This design comes from an exercise in tuning for small area and a short achievable clock period on the open sky130 flow, not from production work. Function was not checked in any run shown here: the RTL went through the layout flow alone.

==> flow/design.v <==
module cordic #(
    parameter data_width = 16,
    parameter iterations = 15
    )(
    input clk,
    input reset_n,
    input logic signed [data_width-1:0] angle,
    input logic signed [data_width-1:0] x_i,
    input logic signed [data_width-1:0] y_i,
    output logic signed [data_width-1:0] cos,
    output logic signed [data_width-1:0] sin,
    input valid_in,
    output logic valid_out
    );
    function automatic [15:0] rca(input [15:0] a, input [15:0] b, input cin);
        logic c;
        c = cin;
        for (int k = 0; k < 16; k++) begin
            rca[k] = a[k] ^ b[k] ^ c;
            c = (a[k] & b[k]) | (c & (a[k] ^ b[k]));
        end
    endfunction
    function automatic [15:0] sk(input [15:0] a, input [15:0] b, input cin);
        logic [15:0] p0, g, p;
        p0 = a ^ b;
        g = a & b;
        p = p0;
        g[0] = g[0] | (p0[0] & cin);
        for (int l = 0; l < 4; l++)
            for (int j = 0; j < 16; j++)
                if ((j >> l) & 1) begin
                    g[j] = g[j] | (p[j] & g[((j >> l) << l) - 1]);
                    p[j] = p[j] & p[((j >> l) << l) - 1];
                end
        sk = p0 ^ {g[14:0], cin};
    endfunction
    function automatic [15:0] ks(input [15:0] a, input [15:0] b, input cin);
        logic [15:0] p0, g, p, gn, pn;
        p0 = a ^ b;
        g = a & b;
        p = p0;
        g[0] = g[0] | (p0[0] & cin);
        for (int l = 0; l < 4; l++) begin
            gn = g; pn = p;
            for (int j = 0; j < 16; j++)
                if (j >= (1 << l)) begin
                    gn[j] = g[j] | (p[j] & g[j - (1 << l)]);
                    pn[j] = p[j] & p[j - (1 << l)];
                end
            g = gn; p = pn;
        end
        ks = p0 ^ {g[14:0], cin};
    endfunction
    function automatic [15:0] bk(input [15:0] a, input [15:0] b, input cin);
        logic [15:0] p0, g, p;
        p0 = a ^ b;
        g = a & b;
        p = p0;
        g[0] = g[0] | (p0[0] & cin);
        for (int l = 0; l < 4; l++)
            for (int j = 0; j < 16; j++)
                if (((j + 1) % (2 << l)) == 0) begin
                    g[j] = g[j] | (p[j] & g[j - (1 << l)]);
                    p[j] = p[j] & p[j - (1 << l)];
                end
        for (int l = 2; l >= 0; l--)
            for (int j = 0; j < 16; j++)
                if (((j + 1) % (2 << l)) == (1 << l) && j >= (2 << l)) begin
                    g[j] = g[j] | (p[j] & g[j - (1 << l)]);
                    p[j] = p[j] & p[j - (1 << l)];
                end
        bk = p0 ^ {g[14:0], cin};
    endfunction
    function automatic [15:0] rpg(input [15:0] a, input [15:0] b, input cin);
        logic [15:0] p0, g;
        p0 = a ^ b;
        g = a & b;
        g[0] = g[0] | (p0[0] & cin);
        for (int j = 1; j < 16; j++) g[j] = g[j] | (p0[j] & g[j-1]);
        rpg = p0 ^ {g[14:0], cin};
    endfunction
    function automatic [15:0] csel(input [15:0] a, input [15:0] b, input cin);
        logic c, c0, c1;
        logic [7:0] h0, h1;
        c = cin;
        for (int k = 0; k < 8; k++) begin
            csel[k] = a[k] ^ b[k] ^ c;
            c = (a[k] & b[k]) | (c & (a[k] ^ b[k]));
        end
        c0 = 1'b0; c1 = 1'b1;
        for (int k = 8; k < 16; k++) begin
            h0[k-8] = a[k] ^ b[k] ^ c0;
            h1[k-8] = a[k] ^ b[k] ^ c1;
            c0 = (a[k] & b[k]) | (c0 & (a[k] ^ b[k]));
            c1 = (a[k] & b[k]) | (c1 & (a[k] ^ b[k]));
        end
        csel[15:8] = c ? h1 : h0;
    endfunction
    logic [14:0] vp;
    always_ff @(posedge clk or negedge reset_n)
        if (!reset_n) vp <= '0;
        else vp <= {vp[13:0], valid_in};
    assign valid_out = vp[14];
    logic [15:0] s0, d0, e0, n0;
    assign s0 = x_i + y_i;
    assign d0 = x_i - y_i;
    assign e0 = y_i - x_i;
    assign n0 = ~x_i + ~y_i + 16'd2;
    logic [15:0] z0;
    always_comb case (angle[15:14])
        2'b00: z0 = angle;
        2'b01: z0 = {2'b00, angle[13:0]};
        2'b10: z0 = {2'b11, angle[13:0]};
        default: z0 = -angle;
    endcase
    logic [15:0] x1n, y1n;
    always_comb case (angle[15:14])
        2'b00: begin x1n = d0; y1n = s0; end
        2'b11: begin x1n = s0; y1n = e0; end
        default: begin x1n = n0; y1n = d0; end
    endcase
    logic [15:0] z1n;
    assign z1n = (angle[15] & ~angle[14]) ? z0 + 16'sd12867 : z0 - 16'sd12867;
    logic signed [15:0] x1, y1;
    logic signed [14:0] z1;
    always_ff @(posedge clk) begin x1 <= x1n; y1 <= y1n; z1 <= z1n[14:0]; end
    logic sx1;
    always_ff @(posedge clk) sx1 <= ~z1n[14];
    logic signed [15:0] x2_c, y2_c;
    logic signed [15:0] xh1, yh1;
    assign xh1 = x1 >>> 1;
    assign yh1 = y1 >>> 1;
    assign x2_c = sk(x1, yh1 ^ {16{sx1}}, sx1);
    assign y2_c = sk(y1, xh1 ^ {16{z1[14]}}, z1[14]);
    logic signed [13:0] z2_c;
    logic signed [14:0] z2_f;
    assign z2_f = z1[14] ? z1 + 15'sd7596 : z1 - 15'sd7596;
    assign z2_c = z2_f[13:0];
    logic signed [15:0] x2, y2;
    logic signed [13:0] z2;
    always_ff @(posedge clk) begin x2 <= x2_c; y2 <= y2_c; z2 <= z2_c; end
    logic sx2;
    always_ff @(posedge clk) sx2 <= ~z2_c[13];
    logic signed [15:0] x3_c, y3_c;
    logic signed [15:0] xh2, yh2;
    assign xh2 = x2 >>> 2;
    assign yh2 = y2 >>> 2;
    assign x3_c = sk(x2, yh2 ^ {16{sx2}}, sx2);
    assign y3_c = sk(y2, xh2 ^ {16{z2[13]}}, z2[13]);
    logic signed [12:0] z3_c;
    logic signed [13:0] z3_f;
    assign z3_f = z2[13] ? z2 + 14'sd4013 : z2 - 14'sd4013;
    assign z3_c = z3_f[12:0];
    logic signed [15:0] x3, y3;
    logic signed [12:0] z3;
    always_ff @(posedge clk) begin x3 <= x3_c; y3 <= y3_c; z3 <= z3_c; end
    logic sx3;
    always_ff @(posedge clk) sx3 <= ~z3_c[12];
    logic signed [15:0] x4_c, y4_c;
    logic signed [15:0] xh3, yh3;
    assign xh3 = x3 >>> 3;
    assign yh3 = y3 >>> 3;
    assign x4_c = sk(x3, yh3 ^ {16{sx3}}, sx3);
    assign y4_c = sk(y3, xh3 ^ {16{z3[12]}}, z3[12]);
    logic signed [11:0] z4_c;
    logic signed [12:0] z4_f;
    assign z4_f = z3[12] ? z3 + 13'sd2037 : z3 - 13'sd2037;
    assign z4_c = z4_f[11:0];
    logic signed [15:0] x4, y4;
    logic signed [11:0] z4;
    always_ff @(posedge clk) begin x4 <= x4_c; y4 <= y4_c; z4 <= z4_c; end
    logic sx4;
    always_ff @(posedge clk) sx4 <= ~z4_c[11];
    logic signed [15:0] x5_c, y5_c;
    logic signed [15:0] xh4, yh4;
    assign xh4 = x4 >>> 4;
    assign yh4 = y4 >>> 4;
    assign x5_c = sk(x4, yh4 ^ {16{sx4}}, sx4);
    assign y5_c = sk(y4, xh4 ^ {16{z4[11]}}, z4[11]);
    logic signed [10:0] z5_c;
    logic signed [11:0] z5_f;
    assign z5_f = z4[11] ? z4 + 12'sd1021 : z4 - 12'sd1021;
    assign z5_c = z5_f[10:0];
    logic signed [15:0] x5, y5;
    logic signed [10:0] z5;
    always_ff @(posedge clk) begin x5 <= x5_c; y5 <= y5_c; z5 <= z5_c; end
    logic sx5;
    always_ff @(posedge clk) sx5 <= ~z5_c[10];
    logic signed [15:0] x6_c, y6_c;
    logic signed [15:0] xh5, yh5;
    assign xh5 = x5 >>> 5;
    assign yh5 = y5 >>> 5;
    assign x6_c = sk(x5, yh5 ^ {16{sx5}}, sx5);
    assign y6_c = sk(y5, xh5 ^ {16{z5[10]}}, z5[10]);
    logic signed [9:0] z6_c;
    logic signed [10:0] z6_f;
    assign z6_f = z5[10] ? z5 + 11'sd511 : z5 - 11'sd511;
    assign z6_c = z6_f[9:0];
    logic signed [15:0] x6, y6;
    logic signed [9:0] z6;
    always_ff @(posedge clk) begin x6 <= x6_c; y6 <= y6_c; z6 <= z6_c; end
    logic sx6;
    always_ff @(posedge clk) sx6 <= ~z6_c[9];
    logic signed [15:0] x7_c, y7_c;
    logic signed [15:0] xh6, yh6;
    assign xh6 = x6 >>> 6;
    assign yh6 = y6 >>> 6;
    assign x7_c = sk(x6, yh6 ^ {16{sx6}}, sx6);
    assign y7_c = sk(y6, xh6 ^ {16{z6[9]}}, z6[9]);
    logic signed [8:0] z7_c;
    assign z7_c = {~z6[8], z6[7:0]};
    logic signed [15:0] x7, y7;
    logic signed [8:0] z7;
    always_ff @(posedge clk) begin x7 <= x7_c; y7 <= y7_c; z7 <= z7_c; end
    logic sx7;
    always_ff @(posedge clk) sx7 <= ~z7_c[8];
    logic signed [15:0] x8_c, y8_c;
    logic signed [15:0] xh7, yh7;
    assign xh7 = x7 >>> 7;
    assign yh7 = y7 >>> 7;
    assign x8_c = sk(x7, yh7 ^ {16{sx7}}, sx7);
    assign y8_c = sk(y7, xh7 ^ {16{z7[8]}}, z7[8]);
    logic signed [7:0] z8_c;
    assign z8_c = {~z7[7], z7[6:0]};
    logic signed [15:0] x8, y8;
    logic signed [7:0] z8;
    always_ff @(posedge clk) begin x8 <= x8_c; y8 <= y8_c; z8 <= z8_c; end
    logic sx8;
    always_ff @(posedge clk) sx8 <= ~z8_c[7];
    logic signed [15:0] x9_c, y9_c;
    logic signed [15:0] xh8, yh8;
    assign xh8 = x8 >>> 8;
    assign yh8 = y8 >>> 8;
    assign x9_c = sk(x8, yh8 ^ {16{sx8}}, sx8);
    assign y9_c = sk(y8, xh8 ^ {16{z8[7]}}, z8[7]);
    logic signed [6:0] z9_c;
    assign z9_c = {~z8[6], z8[5:0]};
    logic signed [15:0] x9, y9;
    logic signed [6:0] z9;
    always_ff @(posedge clk) begin x9 <= x9_c; y9 <= y9_c; z9 <= z9_c; end
    logic sx9;
    always_ff @(posedge clk) sx9 <= ~z9_c[6];
    logic signed [15:0] x10_c, y10_c;
    logic signed [15:0] xh9, yh9;
    assign xh9 = x9 >>> 9;
    assign yh9 = y9 >>> 9;
    assign x10_c = sk(x9, yh9 ^ {16{sx9}}, sx9);
    assign y10_c = sk(y9, xh9 ^ {16{z9[6]}}, z9[6]);
    logic signed [5:0] z10_c;
    assign z10_c = {~z9[5], z9[4:0]};
    logic signed [15:0] x10, y10;
    logic signed [5:0] z10;
    always_ff @(posedge clk) begin x10 <= x10_c; y10 <= y10_c; z10 <= z10_c; end
    logic sx10;
    always_ff @(posedge clk) sx10 <= ~z10_c[5];
    logic signed [15:0] x11_c, y11_c;
    logic signed [15:0] xh10, yh10;
    assign xh10 = x10 >>> 10;
    assign yh10 = y10 >>> 10;
    assign x11_c = sk(x10, yh10 ^ {16{sx10}}, sx10);
    assign y11_c = sk(y10, xh10 ^ {16{z10[5]}}, z10[5]);
    logic signed [4:0] z11_c;
    assign z11_c = {~z10[4], z10[3:0]};
    logic signed [15:0] x11, y11;
    logic signed [4:0] z11;
    always_ff @(posedge clk) begin x11 <= x11_c; y11 <= y11_c; z11 <= z11_c; end
    logic sx11;
    always_ff @(posedge clk) sx11 <= ~z11_c[4];
    logic signed [15:0] x12_c, y12_c;
    logic signed [15:0] xh11, yh11;
    assign xh11 = x11 >>> 11;
    assign yh11 = y11 >>> 11;
    assign x12_c = sk(x11, yh11 ^ {16{sx11}}, sx11);
    assign y12_c = sk(y11, xh11 ^ {16{z11[4]}}, z11[4]);
    logic signed [3:0] z12_c;
    assign z12_c = {~z11[3], z11[2:0]};
    logic signed [15:0] x12, y12;
    logic signed [3:0] z12;
    always_ff @(posedge clk) begin x12 <= x12_c; y12 <= y12_c; z12 <= z12_c; end
    logic sx12;
    always_ff @(posedge clk) sx12 <= ~z12_c[3];
    logic signed [15:0] x13_c, y13_c;
    logic signed [15:0] xh12, yh12;
    assign xh12 = x12 >>> 12;
    assign yh12 = y12 >>> 12;
    assign x13_c = sk(x12, yh12 ^ {16{sx12}}, sx12);
    assign y13_c = sk(y12, xh12 ^ {16{z12[3]}}, z12[3]);
    logic signed [2:0] z13_c;
    assign z13_c = {~z12[2], z12[1:0]};
    logic signed [15:0] x13, y13;
    logic signed [2:0] z13;
    always_ff @(posedge clk) begin x13 <= x13_c; y13 <= y13_c; z13 <= z13_c; end
    logic sx13;
    always_ff @(posedge clk) sx13 <= ~z13_c[2];
    logic signed [15:0] x14_c, y14_c;
    logic signed [15:0] xh13, yh13;
    assign xh13 = x13 >>> 13;
    assign yh13 = y13 >>> 13;
    assign x14_c = sk(x13, yh13 ^ {16{sx13}}, sx13);
    assign y14_c = sk(y13, xh13 ^ {16{z13[2]}}, z13[2]);
    logic signed [1:0] z14_c;
    assign z14_c = {~z13[1], z13[0:0]};
    logic signed [15:0] x14, y14;
    logic signed [1:0] z14;
    always_ff @(posedge clk) begin x14 <= x14_c; y14 <= y14_c; z14 <= z14_c; end
    logic sx14;
    always_ff @(posedge clk) sx14 <= ~z14_c[1];
    logic signed [15:0] x15_c, y15_c;
    logic signed [15:0] xh14, yh14;
    assign xh14 = x14 >>> 14;
    assign yh14 = y14 >>> 14;
    assign x15_c = sk(x14, yh14 ^ {16{sx14}}, sx14);
    assign y15_c = sk(y14, xh14 ^ {16{z14[1]}}, z14[1]);
    logic signed [15:0] x15, y15;
    always_ff @(posedge clk) begin x15 <= x15_c; y15 <= y15_c; end
    assign cos = x15;
    assign sin = y15;
endmodule
==> flow/run.sh <==
#!/bin/bash
# synth_recipe.tcl (not shown) runs the flow's synth.tcl, then flattens the netlist and writes it again
# the make line also repeats each setting of config.mk as NAME=value (left out here)
make -C /OpenROAD-flow-scripts/flow DESIGN_CONFIG=/design/flow/config.mk WORK_HOME=/design/flow/orfs CLKGATE_MAP_FILE= SYNTH_SCRIPT=/design/flow/synth_recipe.tcl finish
==> flow/config.mk <==
export PLATFORM = sky130hd
export DESIGN_NAME = cordic
export DESIGN_NICKNAME = cordic
export VERILOG_FILES = /design/flow/design.v
export SDC_FILE = /design/flow/constraint.sdc
export NUM_CORES = 4
export LEC_CHECK = 0
export ABC_AREA = 1
export CAP_MARGIN = 20
export CORE_MARGIN = 2
export CORE_UTILIZATION = 40
export SLEW_MARGIN = 20
==> flow/constraint.sdc <==
create_clock -name core_clock -period 4.0 [get_ports {clk}]
set_input_delay 0.8000 -clock core_clock [delete_from_list [all_inputs] [get_ports {clk}]]
set_output_delay 0.8000 -clock core_clock [all_outputs]
set_load 0.01 [all_outputs]
==> results.json, run 1 <==
{
  "outcome": "finished clean",
  "whs_path_depth": 0,
  "yosysSeqAreaShare_pct": 33.8,
  "cp.required_ns": 4.49,
  "ys.flop_type": "dfxtp_1",
  "synthArstFlopShare_pct": 2.43,
  "synth_top_area_share_pct": 32.8,
  "ys_warn_count": 1,
  "drtIter0Drc": 891,
  "die_y_um": 307,
  "fmax_mhz": 331,
  "r2r_slack_ns": 1.03,
  "arrival_ns": 3.51,
  "crit_type": "input port to flip-flop",
  "grt_util_all_layers_pct": 15.3,
  "hold_violations": 0,
  "synth.avg_cell_area_um2": 8.76,
  "fin_tns_setup_ns": 0,
  "ant_nets": 0,
  "cts_hold_buffers": 0,
  "overflow": 0,
  "ioPinCount": 84,
  "wirelength_um": 71000,
  "cts_buffers": 70,
  "min_period_over_period_pct": 75.4,
  "rsz0062_at_grt": "no",
  "setup_viol": 0,
  "dieArea_um2": 94400,
  "clk_path_buf_depth": 3,
  "cts_sinks": 618,
  "synth.distinct_cells": 55,
  "synth_nets": 4873,
  "min_period_ns": 3.02,
  "drv_slew": 0,
  "h-tree-depth": 3,
  "rows": 111,
  "synth_common_cells": "nand2_1 (827), dfxtp_1 (603), xor2_1 (517), ha_1 (497), inv_1 (433)",
  "slew_headroom_pct": 49.7,
  "port-buffer-count": 83,
  "hpwl_um": 57700,
  "reg2reg_depth": 13,
  "final_nets": 5008,
  "ys_ff_latch": 618,
  "dr_total_vias": 26300,
  "wl_per_cell_um": 12.7,
  "worst_setup_path_end_kind": "flip-flop",
  "drc_errors": 0,
  "vias_per_cell": 4.72,
  "synth_area_leaders": "dfxtp_1 (33%), ha_1 (17%), xor2_1 (12%)",
  "start_util_pct": 40.3,
  "post_cts_buffers": 0,
  "area_delta_synth_final_pct": 12.7,
  "coreArea_um2": 91400,
  "path_clk_slew_ns": 0.06,
  "tightest_slew_ns": 0.754,
  "dr.pass1.iters": 5,
  "yosysTopAreaCell": "dfxtp_1",
  "cap_violations": 0,
  "path_max_fanout": 4,
  "ctsRootBufferMaster": "clkbuf_16",
  "cts_tree": "yes",
  "grt_pass1_vias": 26400,
  "die_w_um": 307,
  "synth_area_um2": 36800,
  "grt_max_degree": 40,
  "clock-skew-final_ns": 0.0261,
  "whs_ns": 0.302,
  "layout-drive-gt1-share_pct": 3.94,
  "startpoint_type": "input port",
  "synth_cells": 4203,
  "ctsResizeCount": 0,
  "hp-class": "flip-flop to flip-flop",
  "gp_congestion": 0.901,
  "grt_pass1_wl_um": 122000,
  "synth_edf_count": 0,
  "yosysMostFrequentCell": "nand2_1",
  "clock_insertion_delay_worst_skew_ns": 0.62,
  "antenna_found_initial": 5
}
==> worst max-delay path: stages <==
cell             delay, ns
clkdlybuf4s50_1       0.58
inv_1                 0.15
ha_1                  0.37
ha_1                  0.19
inv_1                 0.07
fa_1                  0.49
o21bai_2              0.18
a21o_1                0.12
nand2_1               0.04
nand2_1               0.13
inv_1                 0.07
o21ai_0               0.14
nand2_1               0.07
nand3_1               0.07
nand2_1               0.05
==> logic make-up after synthesis <==
logic type / share of synthesized area [%]
simple gates: 14.8
fa+ha+maj: 23.5
flops: 33.8
xor+xnor: 13.9
compound gates: 8.09
buf+inv: 5.17
mux: 0.707
==> layout by cell type (no fill, tap or decap), types with 4 or more instances in the layout <==
cell	netlist	routed
a21o_1	32	32
a21oi_1	338	338
buf_4	4	36
bufinv_16	0	5
clkbuf_1	24	14
clkbuf_16	0	71
clkbuf_8	0	15
clkdlybuf4s50_1	0	83
clkinv_2	0	11
clkinv_8	0	4
dfrtp_1	15	15
dfxtp_1	603	603
fa_1	122	122
ha_1	497	497
inv_1	433	433
mux2i_1	26	26
nand2_1	827	827
nand2_2	7	7
nand3_1	228	228
nand3b_1	7	7
nand4_1	23	23
nor2_1	172	172
nor3_1	37	37
o21ai_0	126	126
o21ai_1	5	5
o21bai_1	19	19
o22ai_1	4	4
or2_2	4	4
xnor2_1	61	61
xor2_1	517	517
==> through the flow <==
stage,setup WS (ns),cell area (um2),cells,util [%]
after floorplan,1.00,36800,4203,-
after global placement,0.364,39100,5452,42.8
after detailed placement,0.343,39100,5452,42.8
after CTS,0.994,41500,5577,45.4
after global routing,0.661,41500,5577,45.4
final,0.983,41500,5579,45.4
==> layer usage <==
layer / part of all wire (%) / global-route usage, %
met1: 43 / 17.5
met2: 51 / 28.8
met3: 3.1 / 2.56
met4: 2.9 / 5.04
met5: 0.048 / 0
==> layout make-up <==
| type | instances | area, um2 |
|---|---|---|
| diodes | 2 | 5.00 |
| multi-input cells | 3092 | 22400 |
| inverters | 437 | 1640 |
| flip-flops and latches | 618 | 12400 |
| fillers | 8769 | 49900 |
| repair buffers | 119 | 1100 |
| clock inverters | 25 | 322 |
| well taps | 1186 | 1480 |
| clock buffers | 100 | 2040 |
==> path summary, 6_finish.rpt <==
check	startpoint	to
setup / recovery	x_i[1]	x1[9]
hold / removal	z10[1]	z11[1]
setup reg to reg	x14[15]	y15[9]
hold reg to reg	z10[1]	z11[1]
max in group asynchronous	reset_n	vp[13]
min in group asynchronous	reset_n	vp[1]
==> run 2: changes to the inputs <==
--- a/flow/config.mk
+++ b/flow/config.mk
@@ -11,2 +11,3 @@
 export CORE_UTILIZATION = 40
+export SETUP_SLACK_MARGIN = 2.5
 export SLEW_MARGIN = 20
==> results.json, run 2 <==
{
  "setup_viol": 0,
  "worst_setup_path_end_kind": "flip-flop",
  "arrival_ns": 3.03,
  "grt_pass1_wl_um": 148000,
  "synth_cells": 4203,
  "dr.pass1.iters": 5,
  "yosysSeqAreaShare_pct": 33.8,
  "hpwl_um": 59200,
  "r2r_slack_ns": 1.47,
  "clock-skew-final_ns": 0.0233,
  "antenna_cells": 0,
  "dr_total_vias": 31000,
  "ioPinCount": 84,
  "hp-class": "flip-flop to flip-flop",
  "drtIter0Drc": 993,
  "ys.flop_type": "dfxtp_1",
  "slew_headroom_pct": 58.1,
  "path_max_fanout": 6,
  "hold_end": "z10[3]",
  "wirelength_um": 101000,
  "ctsRootBufferMaster": "clkbuf_16",
  "ant_nets": 0,
  "drv_slew": 0,
  "synth_top_area_share_pct": 32.8,
  "crit_buf_inv": 1,
  "port-buffer-count": 83,
  "fmax_mhz": 395,
  "mostFrequentLayoutCell": "dfxtp_1",
  "synth_common_cells": "nand2_1 (827), dfxtp_1 (603), xor2_1 (517), ha_1 (497), inv_1 (433)",
  "antenna_found_initial": 0,
  "worst_path_most_repeated_cell": "nand2_2",
  "pre_cts_ws_ns": 0.420,
  "tightest_slew_ns": 0.627,
  "reg2reg_depth": 13,
  "crit_slowest_cell": "dfxtp_4",
  "area_delta_synth_final_pct": 56.2,
  "cap_violations": 0,
  "reg2reg_from": "sx14",
  "rsz0062_at_grt": "yes",
  "synth_area_um2": 36800,
  "crit_type": "flip-flop to flip-flop",
  "synthArstFlopShare_pct": 2.43,
  "drc_errors": 0,
  "start_util_pct": 40.3,
  "rr_endpoint": "x15[9]",
  "layout-drive-gt1-share_pct": 48.1,
  "seq_area_um2": 12700,
  "final_cell_mix": "dfxtp_1 (522), nand2_1 (445), buf_6 (412)",
  "cts_sinks": 618,
  "grt_util_all_layers_pct": 18.9,
  "synth_area_leaders": "dfxtp_1 (33%), ha_1 (17%), xor2_1 (12%)",
  "fillers": 6717,
  "worstHoldStart": "z9[3]",
  "synth_nets": 4873,
  "rows": 111,
  "final_nets": 5759,
  "synth_edf_count": 0,
  "grt_max_degree": 23,
  "clock_insertion_delay_worst_skew_ns": 0.62,
  "dieArea_um2": 94400,
  "outcome": "finished clean",
  "vias_per_cell": 4.89,
  "synth.distinct_cells": 55,
  "min_period_over_period_pct": 63.4,
  "hold_violations": 0,
  "overflow": 0,
  "coreArea_um2": 91400,
  "multi_input_area_um2": 30500,
  "ys_warn_count": 1,
  "cpPeakStageDelay_ns": 0.36,
  "fin_tns_setup_ns": 0,
  "min_period_ns": 2.53,
  "die_y_um": 307,
  "cts_tree": "yes",
  "gp_congestion": 0.871,
  "synth.avg_cell_area_um2": 8.76,
  "ys_ff_latch": 618,
  "path_clk_slew_ns": 0.06,
  "clk_path_buf_depth": 3,
  "crit_chain": "or2_4, nand2_4, clkinvlp_4, ha_4, a21oi_2, nand2_2, nand3_2, nand2_2, nand2_2, nand2_2, a21o_1, fa_2, xor2_1",
  "die_w_um": 307,
  "cp.required_ns": 4.50,
  "wl_per_cell_um": 16.0,
  "yosysMostFrequentCell": "nand2_1",
  "whs_path_depth": 0,
  "cts_buffers": 71,
  "yosysTopAreaCell": "dfxtp_1",
  "timing.final.ws_setup_ns": 1.47,
  "h-tree-depth": 3,
  "startpoint_type": "flip-flop",
  "whs_ns": 0.315,
  "cpLargestDelayFamily": "simple AND/OR/NAND/NOR gates",
  "grt_pass1_vias": 31300
}
==> run 2: how the worst max path moves through the flow <==
| stage | endpoint | startpoint | slack [ns] | depth (start not counted) |
|---|---|---|---|---|
| after floorplan | x1[9] | x_i[1] | 1.43 | 14 |
| after global placement | x1[9] | x_i[1] | 0.45 | 15 |
| after detailed placement | x1[9] | x_i[1] | 0.42 | 15 |
| after CTS | y15[9] | z14[1] | 1.59 | 12 |
| after global routing | x15[15] | sx14 | 1.32 | 16 |
| final | x15[9] | sx14 | 1.47 | 13 |
==> run 2: layer usage <==
layer	global-route usage, %	wire length, um
met5	0	0
met2	35.8	54700
met1	21.3	39600
met4	7.73	4430
met3	2.26	2610
==> run 2: kinds of logic after synthesis <==
kind of cell,after synthesis,share of synthesized area (%)
buf+inv,493,5.17
flops,618,33.8
xor+xnor,580,13.9
fa+ha+maj,619,23.5
simple gates,1316,14.8
mux,26,0.707
compound gates,551,8.09
==> run 2: area by class of cell <==
class                      count  area share (%)
timing repair buffer         868            14.9
clock inverter                25           0.536
timing repair inverter         1          0.0131
multi-input combinational   3092            53.1
clock buffer                 104            3.67
sequential                   618            22.1
inverter                     437            3.11
tap                         1186            2.58
==> run 2: per-stage QoR <==
step,util (%),instances,cell area [um2]
final,62.9,6331,57500
after floorplan,-,4203,39200
after global routing,62.9,6331,57500
after CTS,57.4,6133,52400
after detailed placement,44.8,5428,41000
after global placement,44.8,5428,41000
==> run 2: what timing repair did <==
action | CTS | global route
setup buffers | 574 | 198
gates cloned | 2 | 0
resized for setup | 1440 | 727
hold buffers | 0 | 0
pin swaps | 537 | 488
setup endpoints to repair | 530 | 521
==> run 3: changes to the inputs <==
--- a/flow/config.mk
+++ b/flow/config.mk
@@ -11,3 +11,3 @@
 export CORE_UTILIZATION = 40
-export SETUP_SLACK_MARGIN = 2.5
+export SETUP_SLACK_MARGIN = 1.5
 export SLEW_MARGIN = 20
==> results.json, run 3 <==
{
  "outcome": "finished clean",
  "hold_violations": 0,
  "dr.pass1.iters": 7,
  "cap_violations": 0,
  "ys.flop_type": "dfxtp_1",
  "dr_total_vias": 27000,
  "synth_nets": 4873,
  "worst_path_most_repeated_cell": "nand2_2",
  "grt_pass1_wl_um": 127000,
  "cts_sinks": 618,
  "ioPinCount": 84,
  "mostFrequentLayoutCell": "nand2_1",
  "globalRoute.busiestLayer": "met2",
  "slew_headroom_pct": 59.3,
  "port-buffer-count": 83,
  "cpLargestDelayFamily": "simple AND/OR/NAND/NOR gates",
  "die_w_um": 307,
  "path_max_fanout": 6,
  "overflow": 0,
  "cpPeakStageDelay_ns": 0.35,
  "grt_max_degree": 23,
  "cp.required_ns": 4.50,
  "fillers": 8630,
  "startpoint_type": "flip-flop",
  "hp-class": "flip-flop to flip-flop",
  "cts_tree": "yes",
  "yosysMostFrequentCell": "nand2_1",
  "final_cell_mix": "nand2_1 (732), dfxtp_1 (544), xor2_1 (492)",
  "ctsRootBufferMaster": "clkbuf_16",
  "dieArea_um2": 94400,
  "min_period_over_period_pct": 63.0,
  "synth_common_cells": "nand2_1 (827), dfxtp_1 (603), xor2_1 (517), ha_1 (497), inv_1 (433)",
  "area_delta_synth_final_pct": 20.2,
  "clock-skew-final_ns": 0.0172,
  "drtIter0Drc": 902,
  "path_clk_slew_ns": 0.06,
  "cts_hold_buffers": 0,
  "synth.distinct_cells": 55,
  "grt_pass1_vias": 26800,
  "wirelength_um": 76600,
  "gp_congestion": 0.900,
  "vias_per_cell": 4.75,
  "drc_errors": 0,
  "fmax_mhz": 397,
  "synthArstFlopShare_pct": 2.43,
  "h-tree-depth": 3,
  "antenna_found_initial": 2,
  "crit_buf_inv": 1,
  "clock_insertion_delay_worst_skew_ns": 0.61,
  "met3_usage_pct": 2.41,
  "synth_edf_count": 0,
  "coreArea_um2": 91400,
  "fin_tns_setup_ns": 0,
  "min_period_ns": 2.52,
  "synthAdderAreaFrac_pct": 23.5,
  "ys_warn_count": 1,
  "rows": 111,
  "tightest_slew_ns": 0.609,
  "yosysTopAreaCell": "dfxtp_1",
  "crit_type": "flip-flop to flip-flop",
  "crit_slowest_cell": "fa_2",
  "layout-drive-gt1-share_pct": 14.5,
  "synth-compound-area-share_pct": 8.09,
  "synth_area_leaders": "dfxtp_1 (33%), ha_1 (17%), xor2_1 (12%)",
  "start_util_pct": 40.3,
  "grt_util_all_layers_pct": 16.2,
  "final_nets": 5113,
  "setup_viol": 0,
  "synth_cells": 4203,
  "yosys.area_share.simple_pct": 14.8,
  "crit_chain": "or2_4, nand2_4, clkinvlp_4, ha_4, a21oi_2, nand2_2, nand3_2, nand2_2, nand2_2, nand2_2, a21o_4, fa_2, xor2_1",
  "clk_path_buf_depth": 3,
  "synth_top_area_share_pct": 32.8,
  "worst_setup_path_end_kind": "flip-flop",
  "yosysSeqAreaShare_pct": 33.8,
  "synth.avg_cell_area_um2": 8.76,
  "wl_per_cell_um": 13.5,
  "grt_use_met1_pct": 18.7,
  "synth.area.mux_share_pct": 0.707,
  "synth_top_family_by_area": "adder cells",
  "ant_nets": 0,
  "synth_area_um2": 36800,
  "ys_ff_latch": 618,
  "rsz0062_at_grt": "yes",
  "cts_buffers": 70,
  "hpwl_um": 59700,
  "synth-xor-area-share_pct": 13.9,
  "arrival_ns": 3.02,
  "die_y_um": 307,
  "drv_slew": 0,
  "grt_util_met2_pct": 30.2
}
run 3: cell types whose count changed in the layout (fill, tap and decap cells not counted), sizes merged, moves of 5 or more:
cell,change
dlymetal6s2s,+21
bufinv,+7
inv,+6
buf,-709
clkbuf,-5
clkdlybuf4s50,+44
run 3: cell families after synthesis:
logic type,count (synthesis)
AND/OR/NAND/NOR,1316
AO/OA/AOI/OAI,551
adder cells (fa/ha/maj),619
flip-flops,618
XOR/XNOR,580
multiplexers,26
buffers and inverters,493
run 3: layout make-up:
cell class / count / area [um2] / area share, %
Antenna cell: 2 / 5.00 / 0.0113
Inverter: 437 / 1670 / 3.77
Timing Repair Buffer: 224 / 2000 / 4.53
Sequential cell: 618 / 12600 / 28.5
Multi-Input combinational cell: 3092 / 23900 / 54.0
Tap cell: 1186 / 1480 / 3.36
Clock inverter: 34 / 554 / 1.25
Clock buffer: 93 / 2020 / 4.57
run 3: metal layers:
| layer | wire length, um | share of wire [%] |
|---|---|---|
| met1 | 32700 | 43 |
| met2 | 39100 | 51 |
| met3 | 2230 | 2.9 |
| met4 | 2520 | 3.3 |
| met5 | 0 | 0 |
run 3: final timing paths:
path                       startpoint  cells past startpoint  endpoint  slack, ns
setup reg to reg              y14[15]                     13    x15[9]       1.48
hold / removal                  z7[5]                      0     z8[5]       0.32
hold reg to reg                 z7[5]                      0     z8[5]       0.32
min in group asynchronous     reset_n                      1     vp[2]       0.58
setup / recovery              y14[15]                     13    x15[9]       1.48
max in group asynchronous     reset_n                      1     vp[5]       3.03
run 3: repair_timing:
action | in CTS | in global routing
gates resized for setup | 137 | 313
cloned | 0 | 0
pin swaps | 32 | 105
buffers inserted | 46 | 74
endpoints found under the setup margin | 228 | 224
run 3: worst reg2reg max path, stage by stage (launching register included):
cell and delay [ns]:
dfxtp_2 0.32, or2_4 0.25, nand2_4 0.10, clkinvlp_4 0.20, ha_4 0.30, a21oi_2 0.14, nand2_2 0.10, nand3_2 0.07
nand2_2 0.06, nand2_2 0.07, nand2_2 0.07, a21o_4 0.24, fa_2 0.35, xor2_1 0.14
run 3: stage by stage:
stage,cells,hold slack [ns],utilization (%),cell area [um2],setup slack (ns)
finish,5686,0.318,48.4,44200,1.48
global route,5684,0.328,48.4,44200,1.40
CTS,5610,0.320,46.8,42800,1.39
detailed placement,5437,0.312,43.1,39400,0.432
global placement,5437,0.311,43.1,39400,0.416
floorplan,4203,0.310,-,37200,1.39
==> run 4: changes to the inputs <==
--- a/flow/config.mk
+++ b/flow/config.mk
@@ -11,2 +11,4 @@
 export CORE_UTILIZATION = 40
+export CTS_BUF_LIST = sky130_fd_sc_hd__clkbuf_4
+export CTS_CLUSTER_SIZE = 20
 export SETUP_SLACK_MARGIN = 1.5
==> results.json, run 4 <==
{
  "synth_cells": 4203,
  "layout-drive-gt1-share_pct": 14.4,
  "reg2reg_depth": 11,
  "cts_hold_buffers": 0,
  "rsz0062_at_grt": "yes",
  "grt_pass1_vias": 27300,
  "start_util_pct": 40.3,
  "grt_max_degree": 23,
  "die_y_um": 307,
  "synth.avg_cell_area_um2": 8.76,
  "met3_usage_pct": 3.33,
  "overflow": 0,
  "clock-skew-final_ns": 0.0903,
  "ctsRootBufferMaster": "clkbuf_4",
  "min_period_over_period_pct": 63.3,
  "area_delta_synth_final_pct": 16.9,
  "vias_per_cell": 4.71,
  "drc_errors": 0,
  "globalRoute.busiestLayer": "met2",
  "whs_ns": 0.190,
  "cts_buffers": 167,
  "tightest_slew_ns": 0.628,
  "crit_type": "flip-flop to flip-flop",
  "ant_nets": 0,
  "synth_edf_count": 0,
  "synth_area_leaders": "dfxtp_1 (33%), ha_1 (17%), xor2_1 (12%)",
  "synth-compound-area-share_pct": 8.09,
  "dieArea_um2": 94400,
  "setup_viol": 0,
  "final_cell_mix": "nand2_1 (742), dfxtp_1 (544), xor2_1 (496)",
  "path_max_fanout": 6,
  "synth.distinct_cells": 55,
  "yosysTopAreaCell": "dfxtp_1",
  "gp_congestion": 0.900,
  "hpwl_um": 59700,
  "ys_warn_count": 1,
  "yosysMostFrequentCell": "nand2_1",
  "hp-class": "input port to asynchronous set/reset pin",
  "path_clk_slew_ns": 0.07,
  "synth_common_cells": "nand2_1 (827), dfxtp_1 (603), xor2_1 (517), ha_1 (497), inv_1 (433)",
  "wirelength_um": 75900,
  "fin_tns_setup_ns": 0,
  "yosysSeqAreaShare_pct": 33.8,
  "synthArstFlopShare_pct": 2.43,
  "ioPinCount": 84,
  "synth_area_um2": 36800,
  "yosys.area_share.simple_pct": 14.8,
  "hold_violations": 0,
  "dr_total_vias": 27500,
  "multi_input_area_um2": 23400,
  "grt_use_met1_pct": 17.9,
  "fmax_mhz": 395,
  "final_nets": 5185,
  "startpoint_type": "flip-flop",
  "synth_top_area_share_pct": 32.8,
  "wl_per_cell_um": 13.0,
  "fillers": 8819,
  "ys_ff_latch": 618,
  "h-tree-depth": 4,
  "drtIter0Drc": 924,
  "antenna_found_initial": 4,
  "coreArea_um2": 91400,
  "cap_violations": 0,
  "synth_top_family_by_area": "adder cells",
  "utilization_pct": 47.1,
  "arrival_ns": 3.38,
  "cts_tree": "yes",
  "grt_util_all_layers_pct": 16.2,
  "clock_insertion_delay_worst_skew_ns": 1.01,
  "clk_path_buf_depth": 3,
  "slew_headroom_pct": 58.0,
  "worst_setup_path_end_kind": "flip-flop",
  "rows": 111,
  "synth.area.mux_share_pct": 0.707,
  "ys.flop_type": "dfxtp_1",
  "grt_util_met2_pct": 29.6,
  "synthAdderAreaFrac_pct": 23.5,
  "cp.required_ns": 4.85,
  "cts_sinks": 618,
  "port-buffer-count": 83,
  "seq_area_um2": 12600,
  "synth_nets": 4873,
  "outcome": "finished clean",
  "drv_slew": 0,
  "min_period_ns": 2.53,
  "dr.pass1.iters": 5,
  "mostFrequentLayoutCell": "nand2_1",
  "synth-xor-area-share_pct": 13.9,
  "grt_pass1_wl_um": 126000,
  "die_w_um": 307
}
[run 4: changes by cell type in the layout (fill, tap and decap cells not counted), sizes merged]
cell,change
clkbuf,+127
dlygate4sd2,+24
clkdlybuf4s15,+3
inv,+2
dlymetal6s2s,-17
clkinv,+56
clkinvlp,-5
buf,-26
diode,+7
clkdlybuf4s50,-4
bufinv,-11
[run 4: final timing paths]
| check | startpoint | end | slack [ns] |
|---|---|---|---|
| worst max-delay path | sx14 | x15[9] | 1.47 |
| worst min-delay path | reset_n | vp[8] | 0.19 |
| worst max register to register | sx14 | x15[9] | 1.47 |
| worst min register to register | z11[2] | z12[2] | 0.31 |
| max in group asynchronous | reset_n | vp[6] | 3.40 |
| min in group core_clock | valid_in | vp[0] | 0.25 |
[run 4: per-stage QoR]
stage,setup WS (ns),std cells,instance area [um2]
2_1_floorplan,1.39,4203,37200
3_3_place_gp,0.416,5437,39400
3_5_place_dp,0.432,5437,39400
4_1_cts,1.48,5770,41800
5_1_grt,1.38,5835,43000
6_report,1.47,5842,43000
[run 4: layout make-up]
class / count / area share (%)
Antenna cell: 9 / 0.0524
Clock buffer: 225 / 3.93
Clock inverter: 76 / 0.873
Inverter: 437 / 3.85
Multi-Input combinational cell: 3092 / 54.4
Sequential cell: 618 / 29.3
Tap cell: 1186 / 3.45
Timing Repair Buffer: 199 / 4.15
[run 4: what timing repair did]
item,in CTS,in global routing
pin swaps,13,62
endpoints found under the setup margin,223,214
gates resized for setup,91,233
setup buffers,32,63
[run 4: cells by family after synthesis]
kind of cell	after synthesis
buffers and inverters	493
adder cells (fa/ha/maj)	619
AO/OA/AOI/OAI	551
flip-flops	618
XOR/XNOR	580
multiplexers	26
AND/OR/NAND/NOR	1316
[run 4: per-layer routing]
metal / share of wire [%] / vias up
li1: - / 14400
met1: 42 / 12500
met2: 51 / 418
met3: 3.8 / 172
met4: 3.3 / 0
met5: 0 / -
[run 4: critical path, cell delays in order, from the launching register on]
cell	delay, ns
dfxtp_2	0.32
or2_4	0.25
nand2_4	0.09
clkinvlp_4	0.20
ha_1	0.39
a21oi_1	0.21
nand2_2	0.08
nand2_2	0.08
nand2_2	0.07
a21o_4	0.24
fa_2	0.33
xor2_1	0.14
==> run 5: changes to the inputs <==
--- a/flow/config.mk
+++ b/flow/config.mk
@@ -10,5 +10,3 @@
 export CORE_MARGIN = 2
-export CORE_UTILIZATION = 40
-export CTS_BUF_LIST = sky130_fd_sc_hd__clkbuf_4
-export CTS_CLUSTER_SIZE = 20
+export CORE_UTILIZATION = 60
 export SETUP_SLACK_MARGIN = 1.5
==> results.json, run 5 <==
{
  "drtIter0Drc": 1275,
  "drc_errors": 0,
  "antenna_cells": 0,
  "synthArstFlopShare_pct": 2.43,
  "synth.distinct_cells": 55,
  "worst_setup_path_end_kind": "flip-flop",
  "cts_sinks": 618,
  "ant_nets": 0,
  "dr_total_vias": 27200,
  "die_w_um": 252,
  "grt_pass1_wl_um": 126000,
  "coreArea_um2": 60500,
  "hold_end": "z7[4]",
  "ys.flop_type": "dfxtp_1",
  "final_cell_mix": "nand2_1 (745), dfxtp_1 (543), xor2_1 (485)",
  "rr_endpoint": "y15[9]",
  "cp.required_ns": 4.48,
  "synth_area_um2": 36800,
  "fin_tns_setup_ns": 0,
  "cap_violations": 0,
  "design_area_um2": 43700,
  "reg2reg_from": "x14[15]",
  "antenna_found_initial": 0,
  "fmax_mhz": 399,
  "yosysTopAreaCell": "dfxtp_1",
  "outcome": "finished clean",
  "hp-class": "flip-flop to flip-flop",
  "gp_congestion": 0.984,
  "synth_top_area_share_pct": 32.8,
  "utilization_pct": 72.3,
  "clock-skew-final_ns": 0.0211,
  "dieArea_um2": 63300,
  "wl_per_cell_um": 14.6,
  "wirelength_um": 77100,
  "mostFrequentLayoutCell": "nand2_1",
  "hold_violations": 0,
  "start_util_pct": 60.9,
  "vias_per_cell": 5.14,
  "reg2reg_depth": 13,
  "die_y_um": 252,
  "h-tree-depth": 3,
  "dr.pass1.iters": 6,
  "setup_viol": 0,
  "instances_no_fill": 5294,
  "cts_buffers": 68,
  "ioPinCount": 84,
  "port-buffer-count": 83,
  "place_area_um2": 38900,
  "synth_nets": 4873,
  "grt_pass1_vias": 26200,
  "hpwl_um": 58900,
  "ctsRootBufferMaster": "clkbuf_16",
  "synth_area_leaders": "dfxtp_1 (33%), ha_1 (17%), xor2_1 (12%)",
  "grt_max_degree": 24,
  "final_nets": 5132,
  "drv_slew": 0,
  "numPlacedInstances": 5045,
  "path_clk_slew_ns": 0.06,
  "synth.avg_cell_area_um2": 8.76,
  "tightest_slew_ns": 0.703,
  "min_period_over_period_pct": 62.7,
  "whs_path_depth": 0,
  "clk_path_buf_depth": 3,
  "crit_type": "flip-flop to flip-flop",
  "rsz0062_at_grt": "yes",
  "area_delta_synth_final_pct": 18.7,
  "ys_ff_latch": 618,
  "grt_util_all_layers_pct": 24.0,
  "yosysMostFrequentCell": "nand2_1",
  "cts_tree": "yes",
  "worstHoldStart": "z6[4]",
  "path_max_fanout": 6,
  "synth_cells": 4203,
  "clock_insertion_delay_worst_skew_ns": 0.61,
  "rows": 90,
  "min_period_ns": 2.51,
  "r2r_slack_ns": 1.49,
  "yosysSeqAreaShare_pct": 33.8,
  "ys_warn_count": 1,
  "slew_headroom_pct": 53.1,
  "layout-drive-gt1-share_pct": 14.5,
  "cts_hold_buffers": 0,
  "synth_edf_count": 0,
  "synth_common_cells": "nand2_1 (827), dfxtp_1 (603), xor2_1 (517), ha_1 (497), inv_1 (433)",
  "overflow": 0,
  "startpoint_type": "flip-flop",
  "arrival_ns": 2.99
}
run 5: cell counts after synthesis:
Identical to the previous run, type by type.
run 5: worst max-delay path, stage by stage (launching register included):
cell and delay (ns):
dfxtp_2 0.33, or2_4 0.25, nand2_4 0.09, clkinvlp_4 0.22
ha_4 0.32, a21oi_2 0.13, nand2_2 0.08, nand3_2 0.07
nand2_2 0.07, nand2_2 0.06, nand2_2 0.05, a21o_1 0.22
fa_2 0.34, xor2_1 0.15
run 5: area by class of cell:
cell class,count,area [um2]
Sequential cell,618,12600
Fill cell,4644,16800
Multi-Input combinational cell,3092,24000
Tap cell,782,978
Timing Repair Buffer,245,2230
Clock inverter,22,298
Inverter,437,1660
Clock buffer,98,1970
run 5: stage by stage:
| stage | setup slack [ns] | hold WS, ns |
|---|---|---|
| after floorplan | 1.39 | 0.310 |
| after global placement | 0.448 | 0.310 |
| after detailed placement | 0.429 | 0.312 |
| after CTS | 1.50 | 0.306 |
| after global routing | 1.37 | 0.325 |
| final | 1.49 | 0.316 |
run 5: cell families after synthesis:
kind of cell               share of synthesized area, %
AOI/OAI and AO/OA                                  8.09
xor gates and xnor gates                           13.9
adders and majority gates                          23.5
buffers and inverters                              5.17
DFF                                                33.8
muxes                                             0.707
and+or+nand+nor                                    14.8
run 5: worst max path at each step:
stage / cells after the start / start / end
finish: 13 / x14[15] / y15[9]
global route: 18 / y14[15] / x15[11]
CTS: 10 / y_i[10] / x1[15]
detailed placement: 14 / x_i[3] / y1[14]
global placement: 14 / x_i[3] / y1[12]
floorplan: 14 / x_i[1] / x1[9]
run 5: metal layers:
layer	up-vias	global-route usage, %	routed length [um]
li1	14200	-	-
met1	12500	31.0	34700
met3	132	2.91	2550
met5	-	0	0
met4	0	7.07	2150
met2	414	42.3	37700
run 5: repair_timing:
action | CTS | global route
gates resized for setup | 136 | 312
buffers inserted | 41 | 88
pin swaps | 26 | 83
setup endpoints to repair | 229 | 224
==> run 6: changes to the inputs <==
==> flow/flow/run.sh (new file) <==
#!/bin/bash
# Standard ORFS layout, except that synthesis does not extract full/half adder cells
# (ADDER_MAP_FILE empty), so ABC maps all arithmetic to plain gates.
set -euo pipefail
bash standard.sh ADDER_MAP_FILE= finish > make_finish.log 2>&1
==> flow/standard.sh (new file) <==
#!/bin/bash
# synth_recipe.tcl (not shown) runs the flow's synth.tcl, then flattens the netlist and writes it again
# the make line also repeats each setting of config.mk as NAME=value (left out here)
make -C /OpenROAD-flow-scripts/flow DESIGN_CONFIG=/design/flow/config.mk WORK_HOME=/design/flow/orfs CLKGATE_MAP_FILE= SYNTH_SCRIPT=/design/flow/synth_recipe.tcl "${@:-finish}"
--- a/flow/config.mk
+++ b/flow/config.mk
@@ -10,3 +10,3 @@
 export CORE_MARGIN = 2
-export CORE_UTILIZATION = 60
+export CORE_UTILIZATION = 40
 export SETUP_SLACK_MARGIN = 1.5
removed: flow/run.sh
==> results.json, run 6 <==
{
  "final_nets": 6720,
  "area_delta_synth_final_pct": 11.2,
  "cts_tree": "yes",
  "ctsRootBufferMaster": "clkbuf_16",
  "arrival_ns": 2.90,
  "ant_nets": 0,
  "dr.pass1.iters": 5,
  "layout-drive-gt1-share_pct": 7.71,
  "final_cell_mix": "nand2_1 (2367), inv_1 (919), dfxtp_1 (588)",
  "hp-class": "flip-flop to flip-flop",
  "grt_pass1_wl_um": 163000,
  "drtIter0Drc": 1854,
  "slew_headroom_pct": 57.8,
  "mostFrequentLayoutCell": "nand2_1",
  "drv_slew": 0,
  "ys_ff_latch": 618,
  "setup_viol": 0,
  "antenna_found_initial": 0,
  "fin_tns_setup_ns": 0,
  "startpoint_type": "input port",
  "dieArea_um2": 106000,
  "crit_slowest_cell": "clkdlybuf4s50_1",
  "die_y_um": 326,
  "rows": 117,
  "ys.flop_type": "dfxtp_1",
  "synth_nets": 6606,
  "rsz0062_at_grt": "yes",
  "synth_common_cells": "nand2_1 (2378), inv_1 (926), dfxtp_1 (603), nor2_1 (534), xor2_1 (404)",
  "wl_per_cell_um": 11.8,
  "ioPinCount": 84,
  "min_period_ns": 2.38,
  "cap_violations": 0,
  "synth.distinct_cells": 67,
  "yosysSeqAreaShare_pct": 30.1,
  "cpLargestDelayFamily": "simple AND/OR/NAND/NOR gates",
  "fmax_mhz": 421,
  "yosysTopAreaCell": "dfxtp_1",
  "coreArea_um2": 102000,
  "drc_errors": 0,
  "path_clk_slew_ns": 0.07,
  "vias_per_cell": 4.62,
  "grt_max_degree": 35,
  "tightest_slew_ns": 0.631,
  "die_w_um": 326,
  "hpwl_um": 77000,
  "antenna_cells": 0,
  "crit_chain": "clkdlybuf4s50_1, inv_1, nand2_1, inv_1, o21ai_0, o21ai_0, nand2_1, nand3_1, nor2_1, nand3b_1, nand2_1, inv_1, o21ai_1",
  "wirelength_um": 95700,
  "path_max_fanout": 4,
  "grt_pass1_vias": 34900,
  "cpPeakStageDelay_ns": 0.49,
  "synth_cells": 6555,
  "crit_type": "input port to flip-flop",
  "cts_sinks": 618,
  "clock_insertion_delay_worst_skew_ns": 0.63,
  "worst_setup_path_end_kind": "flip-flop",
  "synth_area_um2": 41400,
  "fillers": 10800,
  "cts_hold_buffers": 0,
  "overflow": 0,
  "start_util_pct": 40.5,
  "outcome": "finished clean",
  "synth.avg_cell_area_um2": 6.31,
  "synth_top_area_share_pct": 29.2,
  "h-tree-depth": 3,
  "dr_total_vias": 37400,
  "synth_edf_count": 0,
  "gp_congestion": 0.885,
  "ys_warn_count": 1,
  "clock-skew-final_ns": 0.0196,
  "synth_area_leaders": "dfxtp_1 (29%), nand2_1 (22%), xor2_1 (8.5%)",
  "cp.required_ns": 4.52,
  "crit_buf_inv": 4,
  "hold_violations": 0,
  "pre_cts_ws_ns": 0.846,
  "yosysMostFrequentCell": "nand2_1",
  "clk_path_buf_depth": 3,
  "timing.final.ws_setup_ns": 1.62,
  "synthArstFlopShare_pct": 2.43,
  "cts_buffers": 71,
  "port-buffer-count": 83,
  "min_period_over_period_pct": 59.4,
  "grt_util_all_layers_pct": 18.0
}
run 6: path summary, 6_finish.rpt:
check,start,endpoint,slack (ns),depth (start not counted)
max,y_i[6],x1[12],1.62,13
min,z7[2],z8[2],0.32,0
max reg2reg,z2[13],y3[13],1.73,13
min reg2reg,z7[2],z8[2],0.32,0
max in group asynchronous,reset_n,vp[6],3.03,1
min in group asynchronous,reset_n,vp[14],0.56,1
run 6: layout make-up:
cell class,instances,area [um2],share of cell area (%)
tap,1368,1710,3.72
clock buffer,92,1960,4.25
multi-input combinational,4900,24700,53.8
timing repair buffer,111,1070,2.32
clock inverter,33,402,0.873
inverter,967,3670,7.98
sequential,618,12500,27.1
run 6: kinds of logic after synthesis:
logic type,after synthesis,synth area share [%]
adder cells (fa/ha/maj),2,0.0484
XOR/XNOR,590,12.8
AO/OA/AOI/OAI,555,7.95
AND/OR/NAND/NOR,3753,38.7
buffers and inverters,1037,10.5
flip-flops,618,30.1
run 6: timing repair:
item	in CTS	in global routing
gates resized for setup	4	69
setup endpoints to repair	22	133
pin swaps	0	4
setup buffers	0	16
gates cloned	0	0
run 6: layer usage:
metal | GRT usage (%) | vias up | part of all wire, %
li1 | - | 20300 | -
met1 | 22.6 | 16400 | 47
met2 | 32.2 | 458 | 47
met3 | 2.08 | 157 | 2.8
met4 | 5.44 | 0 | 3.0
met5 | 0 | - | 0
run 6: metrics by stage:
step / instances / util (%) / hold WS (ns) / area [um2]
floorplan: 6555 / - / 0.310 / 41400
global placement: 7948 / 42.4 / 0.310 / 43300
detailed placement: 7948 / 42.4 / 0.312 / 43300
CTS: 8073 / 44.7 / 0.318 / 45700
global route: 8089 / 45.0 / 0.331 / 46000
finish: 8089 / 45.0 / 0.319 / 46000

what the ideal ports hide:
No port has a modelled driver above. Below, the same layouts with a new extraction and two added sets of constraints.
Step 1, drivers: a clkbuf_16 drives clk and a buf_2 each remaining input, both assumed.
Step 2 moves the port delays by t, midway between the first and last clock arrival at a register: inputs arrive t later, outputs are due t later. That takes back most of the time a late clock gives input paths.
a / b / c = ideal ports / drivers / drivers and shift; a / b = the first two.
run | t (ns) | slack for setup (ns) | cell pins on the clock port's net
run 1 | 0.671 | 0.983 / 1.027 / 0.356 | 1
run 2 | 0.675 | 1.466 / 1.466 / 1.096 | 1
run 3 | 0.670 | 1.480 / 1.480 / 0.929 | 1
run 4 | 1.031 | 1.469 / 1.469 / 0.585 | 1
run 5 | 0.663 | 1.493 / 1.493 / 0.896 | 1
run 6 | 0.688 | 1.625 / 1.656 / 0.972 | 1
After both steps every run listed still meets setup and hold. For run 4, which loses most, drivers alone change the setup slack by 0.000 ns; drivers and shift together by -0.884 ns.
